Context: an optimization exercise on an open-source flow, tuned for small area, a short achievable clock period and few clock cycles per item. The choices shown serve that exercise and are no tape-out recipe.
In this exercise RTL edits were held to simulation tests only and were not proved equivalent to the original.
Power is estimated from default activity; no workload was simulated.

==> flow/design.v <==
module sig_16_hw #(parameter K=16,DWIDTH=32,EXPONENT_WIDTH=8, BIAS=8'd127)(input [DWIDTH-1:0] x_in,input clk,start,rst,output reg valid, output [DWIDTH-1:0] y_out);
wire [3:0] idxo;
wire       sp;
reg  [3:0] idx_q;
reg        sp_q, s_q;
always @(posedge clk)
begin
	idx_q <= idxo;
	sp_q  <= sp;
	s_q   <= x_in[31];
	if (rst)
		valid <= 1'b0;
	else
		valid <= start;
end
wire pa_n38, pa_n39, pa_n40, pa_n41, pa_n42, pa_n43, pa_n44, pa_n45, pa_n46, pa_n47, pa_n48, pa_n49, pa_n50, pa_n51, pa_n52, pa_n53, pa_n54, pa_n55, pa_n56, pa_n57, pa_n58, pa_n59, pa_n60, pa_n61, pa_n62, pa_n63, pa_n64, pa_n65, pa_n66, pa_n67, pa_n68, pa_n69, pa_n70, pa_n71, pa_n72, pa_n73, pa_n74, pa_n75, pa_n76, pa_n77, pa_n78, pa_n79, pa_n80, pa_n81, pa_n82, pa_n83, pa_n84, pa_n85, pa_n86, pa_n87, pa_n88, pa_n89, pa_n90, pa_n91, pa_n92, pa_n93, pa_n94, pa_n95, pa_n96, pa_n97, pa_n98, pa_n99, pa_n100, pa_n101, pa_n102, pa_n103, pa_n104, pa_n105, pa_n106, pa_n107, pa_n108, pa_n109, pa_n110, pa_n111, pa_n112, pa_n113, pa_n114, pa_n115, pa_n116, pa_n117, pa_n118, pa_n119, pa_n120, pa_n121, pa_n122, pa_n123, pa_n124, pa_n125, pa_n126, pa_n127, pa_n128, pa_n129, pa_n130, pa_n131, pa_n132, pa_n133, pa_n134, pa_n135, pa_n136, pa_n137, pa_n138, pa_n139, pa_n140, pa_n141, pa_n142, pa_n143, pa_n144, pa_n145, pa_n148, pa_n149, pa_n150, pa_n151, pa_n152, pa_n153, pa_n154, pa_n156, pa_n157, pa_n159, pa_n160, pa_n161;
assign pa_n38 = ~x_in[24]& ~x_in[25];
assign pa_n39 = ~x_in[26]& ~x_in[27];
assign pa_n40 = ~x_in[28]& ~x_in[29];
assign pa_n41 = pa_n39 & pa_n40;
assign pa_n42 = pa_n38 & pa_n41;
assign pa_n43 = ~x_in[23]& pa_n42;
assign pa_n44 = ~x_in[21]& ~x_in[22];
assign pa_n45 = ~x_in[18]& ~x_in[19];
assign pa_n46 = x_in[20]& ~pa_n45;
assign pa_n47 = pa_n44 & ~pa_n46;
assign pa_n48 = ~x_in[19]& pa_n44;
assign pa_n49 = x_in[15]& x_in[16];
assign pa_n50 = ~x_in[17]& ~pa_n49;
assign pa_n51 = pa_n48 & pa_n50;
assign pa_n52 = ~pa_n47 & ~pa_n51;
assign pa_n53 = pa_n43 & ~pa_n52;
assign pa_n54 = ~x_in[20]& pa_n48;
assign pa_n55 = x_in[16]& x_in[17];
assign pa_n56 = ~x_in[18]& ~pa_n55;
assign pa_n57 = pa_n54 & pa_n56;
assign pa_n58 = pa_n53 & ~pa_n57;
assign pa_n59 = ~x_in[16]& ~x_in[17];
assign pa_n60 = ~x_in[15]& ~x_in[18];
assign pa_n61 = pa_n59 & pa_n60;
assign pa_n62 = x_in[19]& ~pa_n61;
assign pa_n63 = ~x_in[22]& ~pa_n62;
assign pa_n64 = x_in[18]& x_in[19];
assign pa_n65 = pa_n55 & pa_n64;
assign pa_n66 = ~x_in[21]& ~pa_n65;
assign pa_n67 = ~pa_n63 & ~pa_n66;
assign pa_n68 = ~x_in[20]& ~pa_n67;
assign pa_n69 = ~pa_n44 & ~pa_n68;
assign pa_n70 = ~pa_n58 & ~pa_n69;
assign pa_n71 = x_in[25]& x_in[26];
assign pa_n72 = x_in[27]& x_in[28];
assign pa_n73 = x_in[29]& pa_n72;
assign pa_n74 = pa_n71 & pa_n73;
assign pa_n75 = x_in[24]& pa_n74;
assign pa_n76 = x_in[21]& x_in[22];
assign pa_n77 = ~pa_n47 & ~pa_n76;
assign pa_n78 = pa_n75 & ~pa_n77;
assign pa_n79 = x_in[23]& ~pa_n47;
assign pa_n80 = pa_n74 & pa_n79;
assign pa_n81 = ~pa_n78 & ~pa_n80;
assign pa_n82 = x_in[23]& pa_n75;
assign pa_n83 = pa_n76 & pa_n82;
assign pa_n84 = ~x_in[30]& ~pa_n83;
assign pa_n85 = pa_n81 & ~pa_n84;
assign pa_n86 = ~pa_n70 & pa_n85;
assign pa_n87 = ~pa_n81 & pa_n84;
assign pa_n88 = ~pa_n86 & ~pa_n87;
assign pa_n89 = x_in[19]& x_in[20];
assign pa_n90 = x_in[21]& pa_n89;
assign pa_n91 = ~pa_n56 & pa_n90;
assign pa_n92 = ~pa_n60 & pa_n91;
assign pa_n93 = ~x_in[22]& ~pa_n92;
assign pa_n94 = x_in[30]& ~pa_n93;
assign pa_n95 = pa_n48 & pa_n59;
assign pa_n96 = ~pa_n47 & ~pa_n95;
assign pa_n97 = pa_n82 & pa_n96;
assign pa_n98 = ~pa_n91 & pa_n97;
assign pa_n99 = ~pa_n94 & ~pa_n98;
assign pa_n100 = ~x_in[22]& ~pa_n99;
assign pa_n101 = ~pa_n88 & ~pa_n100;
assign pa_n102 = ~x_in[15]& ~x_in[16];
assign pa_n103 = x_in[17]& ~pa_n102;
assign pa_n104 = ~x_in[19]& ~pa_n103;
assign pa_n105 = pa_n46 & ~pa_n104;
assign pa_n106 = x_in[30]& ~pa_n43;
assign pa_n107 = ~x_in[20]& pa_n45;
assign pa_n108 = ~pa_n103 & pa_n107;
assign pa_n109 = x_in[30]& pa_n76;
assign pa_n110 = ~pa_n108 & pa_n109;
assign pa_n111 = ~pa_n106 & ~pa_n110;
assign pa_n112 = ~pa_n105 & ~pa_n111;
assign pa_n113 = pa_n101 & pa_n112;
assign pa_n114 = ~x_in[14]& ~x_in[17];
assign pa_n115 = x_in[18]& ~pa_n114;
assign pa_n116 = ~pa_n50 & pa_n115;
assign pa_n117 = pa_n42 & pa_n54;
assign pa_n118 = ~pa_n116 & pa_n117;
assign pa_n119 = pa_n106 & ~pa_n118;
assign pa_n120 = ~pa_n113 & ~pa_n119;
assign pa_n121 = x_in[20]& x_in[23];
assign pa_n122 = ~pa_n50 & pa_n121;
assign pa_n123 = pa_n42 & ~pa_n122;
assign pa_n124 = ~pa_n79 & pa_n123;
assign pa_n125 = ~pa_n120 & pa_n124;
assign pa_n126 = ~pa_n101 & pa_n111;
assign pa_n127 = ~x_in[12]& ~x_in[13];
assign pa_n128 = ~x_in[14]& pa_n127;
assign pa_n129 = ~x_in[8]& ~x_in[9];
assign pa_n130 = ~x_in[10]& ~x_in[11];
assign pa_n131 = pa_n129 & pa_n130;
assign pa_n132 = pa_n128 & pa_n131;
assign pa_n133 = pa_n61 & pa_n132;
assign pa_n134 = ~x_in[4]& ~x_in[5];
assign pa_n135 = ~x_in[6]& ~x_in[7];
assign pa_n136 = pa_n134 & pa_n135;
assign pa_n137 = ~x_in[0]& ~x_in[1];
assign pa_n138 = ~x_in[2]& ~x_in[3];
assign pa_n139 = pa_n137 & pa_n138;
assign pa_n140 = pa_n136 & pa_n139;
assign pa_n141 = pa_n54 & pa_n140;
assign pa_n142 = pa_n133 & pa_n141;
assign pa_n143 = x_in[30]& pa_n82;
assign pa_n144 = ~pa_n142 & pa_n143;
assign pa_n145 = ~pa_n126 & ~pa_n144;
assign idxo[0]= ~pa_n125 & pa_n145;
assign idxo[3]= x_in[30]& ~pa_n53;
assign pa_n148 = ~x_in[23]& pa_n47;
assign pa_n149 = pa_n75 & ~pa_n148;
assign pa_n150 = ~pa_n97 & pa_n149;
assign pa_n151 = pa_n84 & ~pa_n150;
assign pa_n152 = ~idxo[3]& ~pa_n151;
assign pa_n153 = ~pa_n94 & ~pa_n152;
assign pa_n154 = pa_n111 & ~pa_n153;
assign idxo[1]= pa_n119 | pa_n154;
assign pa_n156 = ~x_in[30]& ~pa_n97;
assign pa_n157 = ~idxo[3]& ~pa_n156;
assign idxo[2]= ~pa_n111 | pa_n157;
assign pa_n159 = pa_n42 & pa_n44;
assign pa_n160 = pa_n106 & ~pa_n159;
assign pa_n161 = ~x_in[30]& pa_n43;
assign sp = pa_n160 | pa_n161;
wire pb_n40, pb_n41, pb_n42, pb_n43, pb_n44, pb_n45, pb_n46, pb_n47, pb_n48, pb_n49, pb_n50, pb_n52, pb_n53, pb_n54, pb_n55, pb_n56, pb_n57, pb_n58, pb_n59, pb_n60, pb_n61, pb_n62, pb_n64, pb_n65, pb_n66, pb_n67, pb_n68, pb_n69, pb_n70, pb_n71, pb_n72, pb_n73, pb_n74, pb_n75, pb_n76, pb_n77, pb_n79, pb_n80, pb_n81, pb_n82, pb_n83, pb_n84, pb_n86, pb_n87, pb_n88, pb_n89, pb_n90, pb_n91, pb_n92, pb_n93, pb_n94, pb_n95, pb_n96, pb_n97, pb_n98, pb_n99, pb_n101, pb_n102, pb_n103, pb_n104, pb_n105, pb_n106, pb_n107, pb_n108, pb_n109, pb_n110, pb_n111, pb_n112, pb_n113, pb_n114, pb_n116, pb_n117, pb_n118, pb_n119, pb_n120, pb_n121, pb_n122, pb_n123, pb_n124, pb_n126, pb_n127, pb_n128, pb_n129, pb_n130, pb_n131, pb_n132, pb_n133, pb_n134, pb_n135, pb_n136, pb_n137, pb_n139, pb_n140, pb_n141, pb_n142, pb_n143, pb_n144, pb_n145, pb_n146, pb_n148, pb_n149, pb_n150, pb_n151, pb_n153, pb_n154, pb_n155, pb_n156, pb_n157, pb_n158, pb_n159, pb_n160, pb_n162, pb_n163, pb_n164, pb_n165, pb_n166, pb_n168, pb_n169, pb_n170, pb_n171, pb_n172, pb_n173, pb_n174, pb_n175, pb_n176, pb_n177, pb_n178, pb_n179, pb_n181, pb_n182, pb_n183, pb_n184, pb_n185, pb_n186, pb_n187, pb_n188, pb_n189, pb_n190, pb_n192, pb_n193, pb_n194, pb_n195, pb_n196, pb_n198, pb_n199, pb_n200, pb_n201, pb_n202, pb_n203, pb_n205, pb_n206, pb_n207, pb_n208, pb_n209, pb_n210, pb_n211, pb_n213, pb_n214, pb_n215, pb_n216, pb_n218, pb_n219, pb_n220, pb_n222, pb_n223, pb_n224, pb_n225, pb_n226, pb_n228, pb_n229, pb_n230, pb_n232, pb_n233, pb_n234, pb_n235, pb_n236, pb_n238, pb_n239, pb_n240, pb_n242, pb_n244, pb_n245, pb_n246, pb_n247, pb_n248, pb_n250, pb_n251, pb_n254, pb_n255;
assign pb_n40 = idx_q[0]& ~idx_q[2];
assign pb_n41 = ~idx_q[1]& pb_n40;
assign pb_n42 = ~idx_q[3]& ~pb_n41;
assign pb_n43 = ~idx_q[0]& idx_q[2];
assign pb_n44 = idx_q[1]& ~pb_n43;
assign pb_n45 = pb_n42 & ~pb_n44;
assign pb_n46 = idx_q[1]& idx_q[3];
assign pb_n47 = ~s_q & ~pb_n46;
assign pb_n48 = ~idx_q[2]& idx_q[3];
assign pb_n49 = ~sp_q & ~pb_n48;
assign pb_n50 = pb_n47 & pb_n49;
assign y_out[0]= ~pb_n45 & pb_n50;
assign pb_n52 = ~idx_q[0]& ~idx_q[2];
assign pb_n53 = ~idx_q[1]& pb_n52;
assign pb_n54 = ~s_q & ~pb_n53;
assign pb_n55 = idx_q[0]& idx_q[1];
assign pb_n56 = pb_n48 & pb_n55;
assign pb_n57 = pb_n54 & ~pb_n56;
assign pb_n58 = ~idx_q[0]& ~idx_q[1];
assign pb_n59 = ~idx_q[2]& ~idx_q[3];
assign pb_n60 = ~pb_n58 & pb_n59;
assign pb_n61 = s_q & ~pb_n60;
assign pb_n62 = ~sp_q & ~pb_n61;
assign y_out[1]= ~pb_n57 & pb_n62;
assign pb_n64 = s_q & ~sp_q;
assign pb_n65 = pb_n59 & pb_n64;
assign pb_n66 = idx_q[2]& ~pb_n55;
assign pb_n67 = idx_q[3]& pb_n66;
assign pb_n68 = ~s_q & ~sp_q;
assign pb_n69 = ~pb_n40 & pb_n68;
assign pb_n70 = ~pb_n67 & pb_n69;
assign pb_n71 = idx_q[0]& idx_q[2];
assign pb_n72 = ~idx_q[1]& pb_n71;
assign pb_n73 = ~idx_q[3]& ~pb_n52;
assign pb_n74 = ~pb_n72 & pb_n73;
assign pb_n75 = pb_n48 & ~pb_n58;
assign pb_n76 = ~pb_n74 & ~pb_n75;
assign pb_n77 = pb_n70 & pb_n76;
assign y_out[2]= pb_n65 | pb_n77;
assign pb_n79 = ~idx_q[1]& idx_q[3];
assign pb_n80 = idx_q[0]& pb_n79;
assign pb_n81 = pb_n68 & ~pb_n80;
assign pb_n82 = pb_n64 & pb_n73;
assign pb_n83 = ~pb_n81 & ~pb_n82;
assign pb_n84 = ~idx_q[3]& pb_n66;
assign y_out[3]= ~pb_n83 & ~pb_n84;
assign pb_n86 = ~idx_q[0]& idx_q[1];
assign pb_n87 = ~pb_n43 & ~pb_n86;
assign pb_n88 = idx_q[2]& ~idx_q[3];
assign pb_n89 = ~idx_q[0]& idx_q[3];
assign pb_n90 = ~pb_n88 & ~pb_n89;
assign pb_n91 = pb_n87 & ~pb_n90;
assign pb_n92 = pb_n64 & pb_n91;
assign pb_n93 = idx_q[1]& idx_q[2];
assign pb_n94 = pb_n42 & ~pb_n93;
assign pb_n95 = pb_n68 & ~pb_n94;
assign pb_n96 = idx_q[3]& ~pb_n52;
assign pb_n97 = ~pb_n71 & pb_n96;
assign pb_n98 = ~pb_n55 & ~pb_n97;
assign pb_n99 = pb_n95 & pb_n98;
assign y_out[4]= pb_n92 | pb_n99;
assign pb_n101 = ~idx_q[2]& pb_n55;
assign pb_n102 = ~pb_n46 & ~pb_n48;
assign pb_n103 = ~pb_n101 & ~pb_n102;
assign pb_n104 = ~pb_n41 & ~pb_n43;
assign pb_n105 = ~idx_q[3]& ~pb_n104;
assign pb_n106 = ~pb_n103 & ~pb_n105;
assign pb_n107 = s_q & ~pb_n106;
assign pb_n108 = ~pb_n43 & ~pb_n58;
assign pb_n109 = ~pb_n101 & pb_n108;
assign pb_n110 = ~s_q & ~idx_q[3];
assign pb_n111 = pb_n109 & pb_n110;
assign pb_n112 = ~pb_n50 & ~pb_n64;
assign pb_n113 = ~pb_n70 & pb_n112;
assign pb_n114 = ~pb_n111 & ~pb_n113;
assign y_out[5]= ~pb_n107 & pb_n114;
assign pb_n116 = idx_q[1]& ~idx_q[3];
assign pb_n117 = idx_q[0]& pb_n116;
assign pb_n118 = ~idx_q[1]& ~idx_q[3];
assign pb_n119 = ~idx_q[0]& pb_n118;
assign pb_n120 = pb_n64 & ~pb_n119;
assign pb_n121 = ~pb_n117 & pb_n120;
assign pb_n122 = ~pb_n103 & pb_n121;
assign pb_n123 = ~idx_q[1]& ~idx_q[2];
assign pb_n124 = pb_n70 & ~pb_n123;
assign y_out[6]= pb_n122 | pb_n124;
assign pb_n126 = ~pb_n86 & pb_n102;
assign pb_n127 = pb_n43 & pb_n118;
assign pb_n128 = pb_n46 & pb_n52;
assign pb_n129 = s_q & ~pb_n128;
assign pb_n130 = ~pb_n127 & pb_n129;
assign pb_n131 = ~pb_n126 & pb_n130;
assign pb_n132 = idx_q[3]& pb_n71;
assign pb_n133 = ~pb_n52 & pb_n118;
assign pb_n134 = ~pb_n132 & ~pb_n133;
assign pb_n135 = idx_q[2]& pb_n134;
assign pb_n136 = pb_n54 & ~pb_n135;
assign pb_n137 = ~sp_q & ~pb_n136;
assign y_out[7]= ~pb_n131 & pb_n137;
assign pb_n139 = ~pb_n59 & pb_n68;
assign pb_n140 = ~pb_n95 & ~pb_n139;
assign pb_n141 = ~pb_n44 & ~pb_n102;
assign pb_n142 = ~pb_n140 & ~pb_n141;
assign pb_n143 = idx_q[3]& pb_n41;
assign pb_n144 = pb_n64 & ~pb_n143;
assign pb_n145 = ~pb_n45 & ~pb_n89;
assign pb_n146 = pb_n144 & pb_n145;
assign y_out[8]= pb_n142 | pb_n146;
assign pb_n148 = idx_q[3]& ~pb_n109;
assign pb_n149 = ~pb_n94 & ~pb_n148;
assign pb_n150 = pb_n64 & ~pb_n149;
assign pb_n151 = pb_n68 & ~pb_n98;
assign y_out[9]= pb_n150 | pb_n151;
assign pb_n153 = pb_n64 & ~pb_n128;
assign pb_n154 = ~pb_n79 & ~pb_n88;
assign pb_n155 = ~pb_n117 & pb_n154;
assign pb_n156 = pb_n153 & pb_n155;
assign pb_n157 = ~idx_q[3]& ~pb_n53;
assign pb_n158 = ~pb_n101 & pb_n157;
assign pb_n159 = ~pb_n56 & pb_n68;
assign pb_n160 = ~pb_n158 & pb_n159;
assign y_out[10]= pb_n156 | pb_n160;
assign pb_n162 = ~idx_q[2]& ~pb_n80;
assign pb_n163 = pb_n121 & pb_n162;
assign pb_n164 = pb_n40 & pb_n81;
assign pb_n165 = pb_n64 & pb_n66;
assign pb_n166 = ~pb_n164 & ~pb_n165;
assign y_out[11]= pb_n163 | ~pb_n166;
assign pb_n168 = pb_n55 & pb_n88;
assign pb_n169 = pb_n68 & ~pb_n168;
assign pb_n170 = pb_n87 & pb_n169;
assign pb_n171 = ~pb_n89 & ~pb_n103;
assign pb_n172 = idx_q[2]& pb_n79;
assign pb_n173 = ~pb_n108 & ~pb_n172;
assign pb_n174 = ~pb_n171 & ~pb_n173;
assign pb_n175 = ~pb_n41 & ~pb_n117;
assign pb_n176 = ~idx_q[2]& pb_n46;
assign pb_n177 = pb_n64 & ~pb_n176;
assign pb_n178 = pb_n175 & pb_n177;
assign pb_n179 = ~pb_n174 & pb_n178;
assign y_out[12]= pb_n170 | pb_n179;
assign pb_n181 = ~pb_n71 & pb_n116;
assign pb_n182 = ~pb_n72 & ~pb_n181;
assign pb_n183 = ~pb_n46 & pb_n52;
assign pb_n184 = ~pb_n119 & ~pb_n183;
assign pb_n185 = pb_n169 & pb_n184;
assign pb_n186 = ~pb_n182 & pb_n185;
assign pb_n187 = ~pb_n80 & pb_n123;
assign pb_n188 = pb_n64 & ~pb_n187;
assign pb_n189 = ~pb_n67 & ~pb_n101;
assign pb_n190 = pb_n188 & pb_n189;
assign y_out[13]= pb_n186 | pb_n190;
assign pb_n192 = ~pb_n58 & pb_n84;
assign pb_n193 = pb_n69 & ~pb_n192;
assign pb_n194 = idx_q[0]& pb_n94;
assign pb_n195 = pb_n64 & ~pb_n174;
assign pb_n196 = ~pb_n194 & pb_n195;
assign y_out[14]= pb_n193 | pb_n196;
assign pb_n198 = ~pb_n71 & pb_n158;
assign pb_n199 = idx_q[2]& pb_n89;
assign pb_n200 = pb_n47 & ~pb_n199;
assign pb_n201 = ~pb_n198 & pb_n200;
assign pb_n202 = pb_n130 & pb_n175;
assign pb_n203 = ~sp_q & ~pb_n202;
assign y_out[15]= ~pb_n201 & pb_n203;
assign pb_n205 = ~pb_n93 & pb_n198;
assign pb_n206 = ~pb_n52 & ~pb_n102;
assign pb_n207 = pb_n64 & ~pb_n206;
assign pb_n208 = ~pb_n205 & pb_n207;
assign pb_n209 = ~idx_q[0]& ~pb_n102;
assign pb_n210 = pb_n68 & ~pb_n116;
assign pb_n211 = ~pb_n209 & pb_n210;
assign y_out[16]= pb_n208 | pb_n211;
assign pb_n213 = pb_n95 & pb_n171;
assign pb_n214 = idx_q[2]& pb_n171;
assign pb_n215 = ~pb_n194 & pb_n214;
assign pb_n216 = pb_n188 & ~pb_n215;
assign y_out[17]= pb_n213 | pb_n216;
assign pb_n218 = ~idx_q[1]& ~pb_n91;
assign pb_n219 = pb_n68 & ~pb_n218;
assign pb_n220 = pb_n134 & pb_n153;
assign y_out[18]= pb_n219 | pb_n220;
assign pb_n222 = idx_q[0]& pb_n88;
assign pb_n223 = pb_n68 & ~pb_n75;
assign pb_n224 = ~pb_n222 & pb_n223;
assign pb_n225 = ~pb_n172 & ~pb_n181;
assign pb_n226 = pb_n177 & pb_n225;
assign y_out[19]= pb_n224 | pb_n226;
assign pb_n228 = ~idx_q[3]& ~pb_n127;
assign pb_n229 = pb_n64 & ~pb_n228;
assign pb_n230 = pb_n98 & pb_n229;
assign y_out[20]= pb_n185 | pb_n230;
assign pb_n232 = ~pb_n44 & pb_n110;
assign pb_n233 = ~sp_q & ~pb_n132;
assign pb_n234 = ~pb_n74 & pb_n233;
assign pb_n235 = ~pb_n148 & pb_n234;
assign pb_n236 = ~pb_n68 & ~pb_n235;
assign y_out[21]= ~pb_n232 & ~pb_n236;
assign pb_n238 = idx_q[3]& pb_n104;
assign pb_n239 = pb_n64 & pb_n182;
assign pb_n240 = ~pb_n238 & pb_n239;
assign y_out[30]= sp_q & pb_n86;
assign pb_n242 = ~pb_n139 & ~y_out[30];
assign y_out[22]= pb_n240 | ~pb_n242;
assign pb_n244 = ~pb_n46 & ~pb_n84;
assign pb_n245 = pb_n144 & pb_n244;
assign pb_n246 = sp_q & idx_q[0];
assign pb_n247 = ~s_q & pb_n246;
assign pb_n248 = ~y_out[30]& ~pb_n247;
assign y_out[23]= pb_n245 | ~pb_n248;
assign pb_n250 = pb_n49 & ~pb_n168;
assign pb_n251 = ~pb_n246 & ~pb_n250;
assign y_out[24]= ~s_q | pb_n251;
assign y_out[26]= ~s_q | ~pb_n246;
assign pb_n254 = ~idx_q[3]& ~pb_n168;
assign pb_n255 = pb_n64 & ~pb_n254;
assign y_out[25]= y_out[26]& ~pb_n255;
assign y_out[31]= 1'b0;
assign y_out[27]= y_out[26];
assign y_out[28]= y_out[26];
assign y_out[29]= y_out[26];
endmodule
==> flow/flow/run.sh <==
#!/bin/bash
# The standard layout, with the smallest buffer on the ports instead of
# the delay buffer buffer_ports would pick by itself, and timing repair
# aiming at a shorter period than the clock's.
set -euo pipefail
export BUFFER_PORTS_ARGS="-buffer_cell sky130_fd_sc_hd__buf_1"
export SETUP_SLACK_MARGIN=6.0
bash standard.sh > standard.log 2>&1
==> flow/standard.sh <==
#!/bin/bash
# synth_recipe.tcl (not shown) runs the flow's synth.tcl, then flattens the netlist and writes it again
# the make line also repeats each setting of config.mk as NAME=value (left out here)
make -C /OpenROAD-flow-scripts/flow DESIGN_CONFIG=/design/flow/config.mk WORK_HOME=/design/flow/orfs CLKGATE_MAP_FILE= SYNTH_SCRIPT=/design/flow/synth_recipe.tcl "${@:-finish}"
==> flow/config.mk <==
export PLATFORM = sky130hd
export DESIGN_NAME = sig_16_hw
export DESIGN_NICKNAME = sig_16_hw
export VERILOG_FILES = /design/flow/design.v
export SDC_FILE = /design/flow/constraint.sdc
export NUM_CORES = 4
export LEC_CHECK = 0
export ABC_AREA = 1
export CAP_MARGIN = 20
export CORE_MARGIN = 2
export CORE_UTILIZATION = 40
export CTS_BUF_LIST = sky130_fd_sc_hd__clkbuf_4
export CTS_CLUSTER_DIAMETER = 200
export CTS_CLUSTER_SIZE = 20
export PLACE_DENSITY = 0.6
export SLEW_MARGIN = 20
==> flow/constraint.sdc <==
create_clock -name core_clock -period 10.0 [get_ports {clk}]
set_input_delay 2.0000 -clock core_clock [delete_from_list [all_inputs] [get_ports {clk}]]
set_output_delay 2.0000 -clock core_clock [all_outputs]
set_load 0.01 [all_outputs]
==> Flow_metrics.wiki <==
{| class="wikitable"
! Metric !! Value
|-
| Power dissipated by switching net loads || 77.0 uW
|-
| Initial standard-cell utilization of the core || 0.419
|-
| Synth Net Count || 326
|-
| Crit share post-route || 0.389
|-
| Fraction of final layout cells sized beyond drive strength 1 || 0.142
|-
| Kind of path behind the tightest hold check || in2reg
|-
| Worst vdd ir || 0.0813 mV
|-
| Row cnt || 22
|-
| Post-synthesis register bit count || 7
|-
| IO Pins || 68
|-
| Number of global-route vias before repair || a little over 2,000
|-
| Path type of the worst setup path || reg2out
|-
| CTS max path bufs || 2
|-
| Part of the power in the clock network || 0.182
|-
| Detailed-route wire length per cell || ~14 um
|-
| Post-CTS Hold Buffers || 0
|-
| Clock buffer count from CTS || 3
|-
| Number of hold-slack violations in the final timing report || 0
|-
| Power per standard cell area || around 83 nW/um2
|-
| Upper clock frequency limit || 0.257 GHz
|-
| Cell area after synthesis || between 1500 and 2000 um2
|-
| Clock input transition at the sequential cells of the worst setup and hold paths || 0.05 ns
|-
| Cell variety after synth || between 40 and 50
|-
| Detailed Place HPWL || 4550 um
|-
| Total global routing track utilization || 0.249
|-
| Number of input and output port buffers inserted || 66
|-
| Average instance area after synthesis || 5.31 um2
|-
| Placeable core region || roughly 3700 um2
|-
| Footprint of the multi-input gates || roughly 1200 um2
|-
| Vertical die dimension || between 60 and 70 um
|-
| Total power draw || 154 uW
|-
| Final routed wirelength across all metal layers || ~5500 um
|-
| Root Buffer Master || sky130_fd_sc_hd__clkbuf_4
|-
| Wire length of the first global-routing pass || between 8000 and 9000 um
|-
| Worst EP required || 8.00 ns
|-
| Unrepaired setup endpoints after global routing || false
|-
| Number of design rule violations left after detail routing || 0
|-
| Fin. max-slew vios || 0
|-
| Accumulated negative setup slack || 0 ns
|-
| Type of element launching the critical path || register
|-
| Vias after detailed routing || ~2,200
|-
| Sequential group share of total power || 0.236
|-
| Width of the die || about 66 um
|-
| Sum of overflow across all layers after global routing || 0
|-
| Critical Path End Type || primary output
|-
| TritonCTS clock tree || built
|-
| Synth Warn # || 1
|-
| Sequential element share of the synthesized area || 0.0906
|-
| Count of maximum capacitance violations || 0
|-
| Worst path cell trace || inv_2, nor2_4, inv_2, a21oi_1, inv_1, nor2_1, a22o_1, buf_1
|-
| Crit-path slowest cell || sky130_fd_sc_hd__dfxtp_1
|-
| Run status || finished clean
|-
| Worst Path Buf+Inv || 4
|-
| Total die area || around 4400 um2
|-
| Family with the most delay on the worst path || buffers and inverters
|-
| Critical Path Fanout Max || 8
|-
| First-pass detailed-route iteration total || 7
|-
| Layout net count || slightly below 400
|-
| Most frequent cell on the critical path || sky130_fd_sc_hd__inv_2
|-
| Filler cell count || between 400 and 500
|-
| Combinational fraction of design power || 0.581
|-
| H-tree depth || 1
|-
| Gate count after technology mapping || between 200 and 300
|-
| Flip-flop and latch area || 150 um2
|-
| Setup-failing EPs final || 0
|-
| Area Growth Syn to Fin || 19.6%
|-
| Largest stage delay on the critical path || roughly 0.48 ns
|-
| Cell internal pwr || 76.7 uW
|-
| Switch share || 0.501
|-
| Initial antenna violation count || 0
|-
| Number of sinks handled by clock tree synthesis || 7
|-
| Worst Path Arrival || around 1.9 ns
|-
| Routed Antenna Nets || 0
|-
| Drt first-iter violations || around 250
|-
| Routability congestion estimate from global placement || 1.07
|-
| Leakage power || 0.794 nW
|-
| Post-route minimum period || approximately 3.9 ns
|-
| Pin count of the biggest net entering global routing || 16
|-
| Avg Vias per Cell || about 5.6
|-
| Diode insertion count for antenna repair || 0
|}
-- kinds of logic (layout without fill, tap and decap cells) --
group                  after synthesis  count (layout)  share of synthesized area
AOI/OAI and AO/OA                   74              74                      0.302
buffers and inverters               53             115                      0.152
DFF                                  7               7                     0.0906
other                                1               1                    0.00242
and+or+nand+nor                    156             156                      0.453
-- synth_stat cells, drive strengths merged --
cell type / instances / area (um2)
a211oi: 2 / 25.0
a21oi: 12 / 63.8
a22o: 1 / 8.76
a22oi: 1 / 7.51
a311oi: 1 / 15.0
a31o: 1 / 8.76
a31oi: 2 / 12.5
a32o: 1 / 10.0
a41oi: 1 / 8.76
buf: 10 / 73.8
clkinv: 1 / 3.75
conb: 1 / 3.75
dfxtp: 7 / 140
inv: 42 / 158
nand2: 72 / 295
nand3: 14 / 75.1
nand4: 4 / 25.0
nor2: 57 / 249
nor3: 5 / 25.0
nor3b: 1 / 12.5
nor4: 3 / 18.8
o211ai: 3 / 22.5
o21ai: 41 / 213
o21bai: 1 / 7.51
o221ai: 1 / 8.76
o22ai: 1 / 6.26
o311ai: 1 / 8.76
o31ai: 2 / 15.0
o32ai: 2 / 25.0
-- placed cells by master (no fill, tap or decap), types with 4 or more instances in the layout --
cell type | netlist | final
sky130_fd_sc_hd__nand2_1 | 66 | 66
sky130_fd_sc_hd__buf_1 | 0 | 66
sky130_fd_sc_hd__nor2_1 | 47 | 47
sky130_fd_sc_hd__inv_1 | 29 | 29
sky130_fd_sc_hd__o21ai_0 | 27 | 27
sky130_fd_sc_hd__nand3_1 | 13 | 13
sky130_fd_sc_hd__inv_2 | 13 | 13
sky130_fd_sc_hd__o21ai_1 | 12 | 11
sky130_fd_sc_hd__a21oi_1 | 11 | 11
sky130_fd_sc_hd__nor2_2 | 8 | 6
sky130_fd_sc_hd__nor3_1 | 5 | 5
sky130_fd_sc_hd__nor2_4 | 2 | 4
sky130_fd_sc_hd__nand4_1 | 4 | 4
sky130_fd_sc_hd__nand2_2 | 4 | 4
sky130_fd_sc_hd__clkbuf_4 | 0 | 4
-- final cells by class --
| class | count | share of cell area |
|---|---|---|
| clock buffers | 4 | 0.0162 |
| inverters | 43 | 0.0873 |
| multi-input cells | 231 | 0.641 |
| flip-flops and latches | 7 | 0.0812 |
| well taps | 48 | 0.0325 |
| repair buffers | 68 | 0.142 |
-- registers in the layout, summed over array words and instances, names as in the netlist --
register / count
s_q: 1
sp_q: 1
valid: 1
idx_q: 4
-- final timing paths --
path | startpoint | endpoint | slack [ns] | cells past startpoint
max | s_q | y_out[12] | 6.11 | 8
min | x_in[31] | s_q | 1.84 | 1
-- timing repair --
action,in CTS,in global routing
pin swaps,0,1
gates resized for setup,4,5
setup endpoints to repair,9,9
endpoints found under the hold margin,0,0
setup buffers,0,2
-- power by group through the flow --
stage          Clock [mW]  Sequential [mW]  Combinational (mW)
2_1_floorplan           0           0.0326              0.0626
3_3_place_gp            0           0.0364              0.0874
3_5_place_dp            0           0.0362              0.0859
4_1_cts            0.0294           0.0360              0.0863
5_1_grt            0.0302           0.0366              0.0987
6_report           0.0280           0.0363              0.0893
-- per-stage QoR --
step           setup slack [ns]  hold slack [ns]  cells  area, um2   util
5_1_grt                    6.00             1.83    401       1850  0.501
2_1_floorplan              6.73             2.03    291       1550      -
3_5_place_dp               6.04             2.09    395       1780  0.483
6_report                   6.11             1.84    401       1850  0.501
3_3_place_gp               5.94             2.10    395       1780  0.483
4_1_cts                    5.95             1.82    399       1820  0.493
-- routing by layer --
| layer | vias up | share of wire | global-route usage |
|---|---|---|---|
| met2 | 137 | 0.49 | 0.446 |
| met3 | 21 | 0.072 | 0.0341 |
| li1 | 1092 | - | - |
| met5 | - | 0 | 0 |
| met4 | 0 | 0.039 | 0.122 |
| met1 | 976 | 0.39 | 0.286 |
Testbench counts, summed over its fixed seeds: cycles 6,392, items 3,200.

==> afterwards: timing with drivers on the ports <==
How much do the figures lean on ideal ports? The routed layout below was timed once more, with nothing changed but the port constraints. Step 1 assumes that a clkbuf_16 drives the clock port and a buf_2 every other input. Step 2 times the ports against the registers' clock, not the clock port: input delays grow and output delays shrink by t, the midpoint of the rising clock arrivals with the driver on. Three values: no drivers, after step 1, after step 2; two values: the first two.
shift t [ns]: 0.263
setup slack, ns: 6.106 / 6.091 / 6.354
worst hold slack (ns): 1.837 / 1.849 / 2.112
cell pins on the clock port's net: 1
After both steps setup and hold are still met in this run. For this run, drivers alone change the setup slack by -0.015 ns; drivers and shift together by +0.248 ns.
